Background: an optimization exercise with open tools, aiming at small area. Do not read the settings as production practice. The RTL was checked by simulation tests, not by an equivalence proof against the original design.

**flow/run.sh**
```bash
#!/bin/bash
# synth_recipe.tcl (not shown) runs the flow's synth.tcl, then flattens the netlist and writes it again
# the make line also repeats each setting of config.mk as NAME=value (left out here)
make -C /OpenROAD-flow-scripts/flow DESIGN_CONFIG=/design/flow/config.mk WORK_HOME=/design/flow/orfs CLKGATE_MAP_FILE= SYNTH_SCRIPT=/design/flow/synth_recipe.tcl finish
```
**flow/config.mk**
```make
export PLATFORM = sky130hd
export DESIGN_NAME = top_servo
export DESIGN_NICKNAME = top_servo
export VERILOG_FILES = /design/flow/design.v
export SDC_FILE = /design/flow/constraint.sdc
export NUM_CORES = 4
export LEC_CHECK = 0
export CAP_MARGIN = 20
export CORE_MARGIN = 2
export CORE_UTILIZATION = 40
export SLEW_MARGIN = 20
```
**flow/constraint.sdc**
```tcl
create_clock -name core_clock -period 20.0 [get_ports {clk}]
set_input_delay 4.0000 -clock core_clock [delete_from_list [all_inputs] [get_ports {clk}]]
set_output_delay 4.0000 -clock core_clock [all_outputs]
set_load 0.01 [all_outputs]
```
**flow/design.v**
```verilog
module rc_add #(parameter int W = 8) (
	input  logic [W-1:0] a,
	input  logic [W-1:0] b,
	input  logic         ci,
	output logic [W-1:0] s
);
	logic [W:0] c;
	assign c[0] = ci;
	for (genvar i = 0; i < W; i++) begin : g
		assign s[i]   = a[i] ^ b[i] ^ c[i];
		assign c[i+1] = (a[i] & b[i]) | (a[i] & c[i]) | (b[i] & c[i]);
	end
endmodule
module cs_add #(parameter int W = 8) (
	input  logic [W-1:0] a,
	input  logic [W-1:0] b,
	input  logic [W-1:0] c,
	output logic [W-1:0] s,
	output logic [W-1:0] cy
);
	assign s  = a ^ b ^ c;
	assign cy = (a & b) | (a & c) | (b & c);
endmodule
module control_pid (
	input  logic        clk,
	input  logic        rst_n,
	input  logic [11:0] gtob_out,         
	input  logic [11:0] position_b_out,   
	output logic [16:0] duty_out          
);
	localparam logic [31:0] ACC0 = 32'hfff9a502;    
	localparam logic [12:0] X0   = 13'h1000;        
	logic [12:0] x1, x2, x3, x4;
	logic [31:0] acc;
	logic [12:0] xin;
	rc_add #(13) u_xin (.a({1'b0, gtob_out}), .b({1'b0, ~position_b_out}), .ci(1'b1), .s(xin));
	logic [16:0] s1, c1, s2, c2, yu;
	cs_add #(17) u_y1 (.a({1'b0, x2, 3'b0}), .b({3'b0, x2, 1'b0}), .c({4'b0, x3}), .s(s1), .cy(c1));
	cs_add #(17) u_y2 (.a(s1), .b({c1[15:0], 1'b0}), .c({4'b0, ~x4}), .s(s2), .cy(c2));
	rc_add #(17) u_y3 (.a(s2), .b({c2[15:0], 1'b0}), .ci(1'b0), .s(yu));
	logic [31:0] s3, c3, ctl;
	cs_add #(32) u_c1 (.a(acc), .b({12'b0, yu, 3'b0}), .c({14'b0, yu, 1'b0}), .s(s3), .cy(c3));
	rc_add #(32) u_c2 (.a(s3), .b({c3[30:0], 1'b0}), .ci(1'b0), .s(ctl));
	logic [31:0] acc_sum;
	rc_add #(32) u_acc (.a(acc), .b({{20{~x2[12]}}, x2[11:0]}), .ci(1'b0), .s(acc_sum));
	wire first = ~(duty_out[16] | duty_out[15]);
	wire hi = $signed(ctl) > 32'sd100000;
	wire lo = $signed(ctl) < 32'sd50000;
	always_ff @(posedge clk or negedge rst_n) begin
		if (!rst_n) begin
			x1 <= X0;
			x2 <= X0;
			x3 <= X0;
			x4 <= X0;
			acc <= ACC0;
			duty_out <= '0;
		end else begin
			x1 <= xin;
			x2 <= x1;
			x3 <= x2;
			x4 <= x3;
			acc <= acc_sum;
			if (first || lo)
				duty_out <= 17'd50000;
			else if (hi)
				duty_out <= 17'd100000;
			else
				duty_out <= ctl[16:0];
		end
	end
endmodule
module current_process #(
	parameter [11:0] CURRENT_MAX = 12'd2500,
	parameter [19:0] LFSR_1M = 20'h875ea
)(
	input  logic        clk,
	input  logic        rst_n,
	input  logic [11:0] current_b_out,
	output logic        current_high
);
	logic [19:0] lfsr;
	wire over = current_b_out > CURRENT_MAX;
	wire fb = ~(lfsr[19] ^ lfsr[16]);
	always_ff @(posedge clk or negedge rst_n) begin
		if (!rst_n) begin
			lfsr <= '0;
			current_high <= 1'b0;
		end else begin
			lfsr <= over ? {lfsr[18:0], fb} : 20'd0;
			current_high <= over & (current_high | (lfsr == LFSR_1M));
		end
	end
endmodule
module mux (
	input  logic        current_high,
	input  logic [16:0] duty_out,
	output logic [17:0] pwm_in
);
	assign pwm_in = current_high ? 18'd0 : {1'b0, duty_out};
endmodule
module pwm (
	input  logic        clk,
	input  logic        rst_n,
	input  logic        current_high,
	input  logic [16:0] duty,
	output logic        pwm_out
);
	logic [19:0] counter;
	logic [19:0] inc;
	logic [20:0] c;
	logic [17:0] b;
	assign c[0] = 1'b1;
	for (genvar i = 0; i < 20; i++) begin : g_inc
		assign inc[i] = counter[i] ^ c[i];
		assign c[i+1] = counter[i] & c[i];
	end
	wire wrap = &{counter[19:16], counter[14], counter[9], counter[5:0]};
	always_ff @(posedge clk or negedge rst_n) begin
		if (!rst_n)
			counter <= '0;
		else if (wrap)
			counter <= '0;
		else
			counter <= inc;
	end
	assign b[0] = 1'b0;
	for (genvar i = 0; i < 17; i++) begin : g_cmp
		assign b[i+1] = (~counter[i] & duty[i]) | (~counter[i] & b[i]) | (duty[i] & b[i]);
	end
	assign pwm_out = ~current_high & ~|counter[19:17] & b[17];
endmodule
module top_servo(
	input logic clk,
	input logic rst_n,
	input logic [11:0] target_pos,        
	input logic [11:0] measured_pos,      
	input logic [11:0] measured_current,  
	output logic pwm_out,
	output logic [17:0] duty,             
	output logic current_high             
);
	logic [16:0] duty_out;
	control_pid pid_top(
		.clk(clk),
		.rst_n(rst_n),
		.gtob_out(target_pos),
		.position_b_out(measured_pos),
		.duty_out(duty_out)
	);
	mux mux_top(
		.current_high(current_high),
		.duty_out(duty_out),
		.pwm_in(duty)
	);
	pwm pwm_top(
		.clk(clk),
		.rst_n(rst_n),
		.current_high(current_high),
		.duty(duty_out),
		.pwm_out(pwm_out)
	);
	current_process current_process_top(
		.clk(clk),
		.rst_n(rst_n),
		.current_b_out(measured_current),
		.current_high(current_high)
	);
endmodule
```
==> metrics.cfg <==
[hold_path]
min-delay-path-class = flip-flop to flip-flop
holdPathStages = 0

[placement]
gp_congestion = 0.756
place_hpwl_mm = 9.88
dpl_cell_area_um2 = 8890
portBuffers = 56

[synthesis]
synth_edf_count = 0
seq_area_frac_synth_pct = 44.7
async_reset_ff_share_pct = 100
synth_area_per_cell_um2 = 12.8
yosys-top-cells-area = dfrtp_1 37%, fa_1 27%, dfstp_2 7.5%
synth.largest_area_cell = dfrtp_1
ys_warn_count = 3
syn_nets = 815
ys_seq_elements = 142
yosysTopAreaCellShare_pct = 37.2
netlist_area_um2 = 8010
synth_ff_type = dfrtp_1
synth_cell_types = 48
synth_cells = 625

[sta]
slew_viol_final = 0
setup_viol = 0
slew_headroom_pct = 46.7
finalHoldViolations = 0
fin_setup_tns_ns = 0
worst_pin_slew_ns = 0.800
max_freq_mhz = 79.9
period_share_pct = 62.6
rsz0062_at_grt = false
period_minus_slack_ns = 12.52
fin_worst_skew_ns = 0.00766

[global_route]
grt_use_met2_pct = 22.7
antenna_found_initial = 0
grt_max_degree = 88
first_global_vias = 4866
grt_util_met1_pct = 16.9
grt_pass1_wl_mm = 23.0
grt_overflow = 0
gr-max-usage-layer = met2
grt_use_total_pct = 13.4
use_met3_pct = 3.26

[routing]
routed_via_density = 4.54
dr_total_vias = 4416
drt-total-wl_mm = 12.8
drt-pass1-iter-count = 4
ant_nets = 0
post_drt_wl_per_cell_um = 13.2
drtIter0Drc = 159
drc_errors = 0

[finish]
final_core_util_pct = 48.8
drive_gt1_share_pct = 9.19
diodes = 0
final_cell_area_um2 = 9530
layout_common_cells = 159 x inv_1, 119 x dfrtp_1, 109 x fa_1
fin_nets = 884
final_common_cell = inv_1
syn_to_final_growth_pct = 19.0

[critical_path]
arrival_ns = 12.87
cp-start-kind = flip-flop
cp.required_ns = 20.35
cpMostUsedCell = fa_1
cp-end-kind = flip-flop
path_delay_family = adder cells
cp.buffers_inverters = 6
critical_path_cell_count = 44
crit_type = flip-flop to flip-flop
crit_fanout = 6
ff2ff_path_depth = 44
cpPeakStageDelay_ns = 0.56
cpMaxStageDelayCell = fa_1

[clock_network]
clkSlewWorstSetupHoldPaths_ns = 0.06
holdBufCountCts = 0
htree_levels = 4
post_cts_resized = 0
clk_latency_ns = 0.41
cts_sinks = 142
tritoncts = yes
root_buffer = clkbuf_16
numCtsBuffers = 17
cts_setup_buffers = 0
clockBufferDepth = 2

[die]
fp.dieH_um = 146
dieArea_um2 = 21200
initial_utilization_pct = 41.0
die_w_um = 146
design.portCount = 58
rows = 51
coreArea_um2 = 19500

[flow_run]
cap_viol_max_count = 0

[status]
status = complete, no violations

-- metrics by stage --
stage,instances,hold WS [ns],worst slack [ns]
6_report,972,0.345,7.48
4_1_cts,972,0.348,7.42
2_1_floorplan,625,0.331,8.04
3_5_place_dp,940,0.335,7.42
5_1_grt,972,0.349,6.83
3_3_place_gp,940,0.332,7.70
-- worst register-to-register path: cells and delay by family, from the launching register on --
kind	cells	cell delay [ns]
buffers and inverters	6	0.35
and+or+nand+nor	6	1.27
adders and majority gates	32	10.39
DFF	1	0.45
-- cells in the mapped netlist, types with 3 or more instances --
cell type / number
nor4_1: 6
dfstp_2: 23
nor3_1: 3
dfrtp_1: 119
maj3_1: 5
ha_1: 43
nand2_1: 9
xnor2_1: 4
nand2b_1: 10
clkbuf_1: 4
o21ai_0: 5
and2_1: 25
nor2_1: 14
a21oi_1: 6
inv_1: 159
o21a_1: 5
nand3_1: 7
fa_1: 109
nor2b_1: 32
-- sequential cells by signal, indices dropped and copies added, names as in the netlist --
register,cells
pid_top.x2,13
current_process_top.lfsr,20
current_process_top.current_high,1
pid_top.acc,32
pid_top.x1,13
pwm_top.counter,20
pid_top.x3,13
pid_top.x4,13
pid_top.duty_out,17
-- cell families (layout without fill, tap and decap cells) --
logic type,count (synthesis),in the layout,synth area share [%]
buffers and inverters,166,248,7.84
adder cells (fa/ha/maj),159,159,34.9
flip-flops,142,142,44.7
AND/OR/NAND/NOR,119,119,8.97
AO/OA/AOI/OAI,34,34,3.11
XOR/XNOR,4,4,0.437
other,1,1,0.0468
-- final timing paths --
check | from | end | slack (ns)
setup / recovery | pid_top.x2[1] | pid_top.duty_out[1] | 7.48
hold / removal | pid_top.x1[8] | pid_top.x2[8] | 0.35
setup reg to reg | pid_top.x2[1] | pid_top.duty_out[1] | 7.48
hold reg to reg | pid_top.x1[8] | pid_top.x2[8] | 0.35
max in group asynchronous | rst_n | pid_top.x2[5] | 15.15
min in group asynchronous | rst_n | pwm_top.counter[3] | 3.63
-- layout make-up --
cell class	count	area, um^2
Tap cell	265	332
Clock inverter	14	204
Sequential cell	142	3580
Inverter	159	597
Timing Repair Buffer	57	569
Clock buffer	18	439
Fill cell	1762	9990
Multi-Input combinational cell	317	3810
-- layer usage --
metal / vias to the layer above / part of all wire, %
met2: 83 / 50
met5: - / 0
met3: 21 / 3.7
met1: 2281 / 44
li1: 2031 / -
met4: 0 / 2.1

[separate check: timing with driven ports]
The flow's constraints put no driver on any port. The routed layout listed below was extracted and timed again, unchanged, in two steps. Step 1, drivers: a clkbuf_16 drives clk and a buf_2 each remaining input, both assumed. Step 2, shift: input delay + t, output delay - t, t = (earliest + latest rising clock arrival at the registers) / 2. This alone moves slack from input paths to output paths. Three values: no drivers, after step 1, after step 2; two values: the first two.
t (ns): 0.455
setup WS [ns]: 7.481 / 7.481 / 7.481
hold slack, ns: 0.345 / 0.345 / 0.345
worst setup path at the end: register to register
slew at the worst register clock pin (ns): 0.06 / 0.06
After both steps setup and hold are still met in this run. For this run, drivers alone change the setup slack by 0.000 ns; drivers and shift together by 0.000 ns.
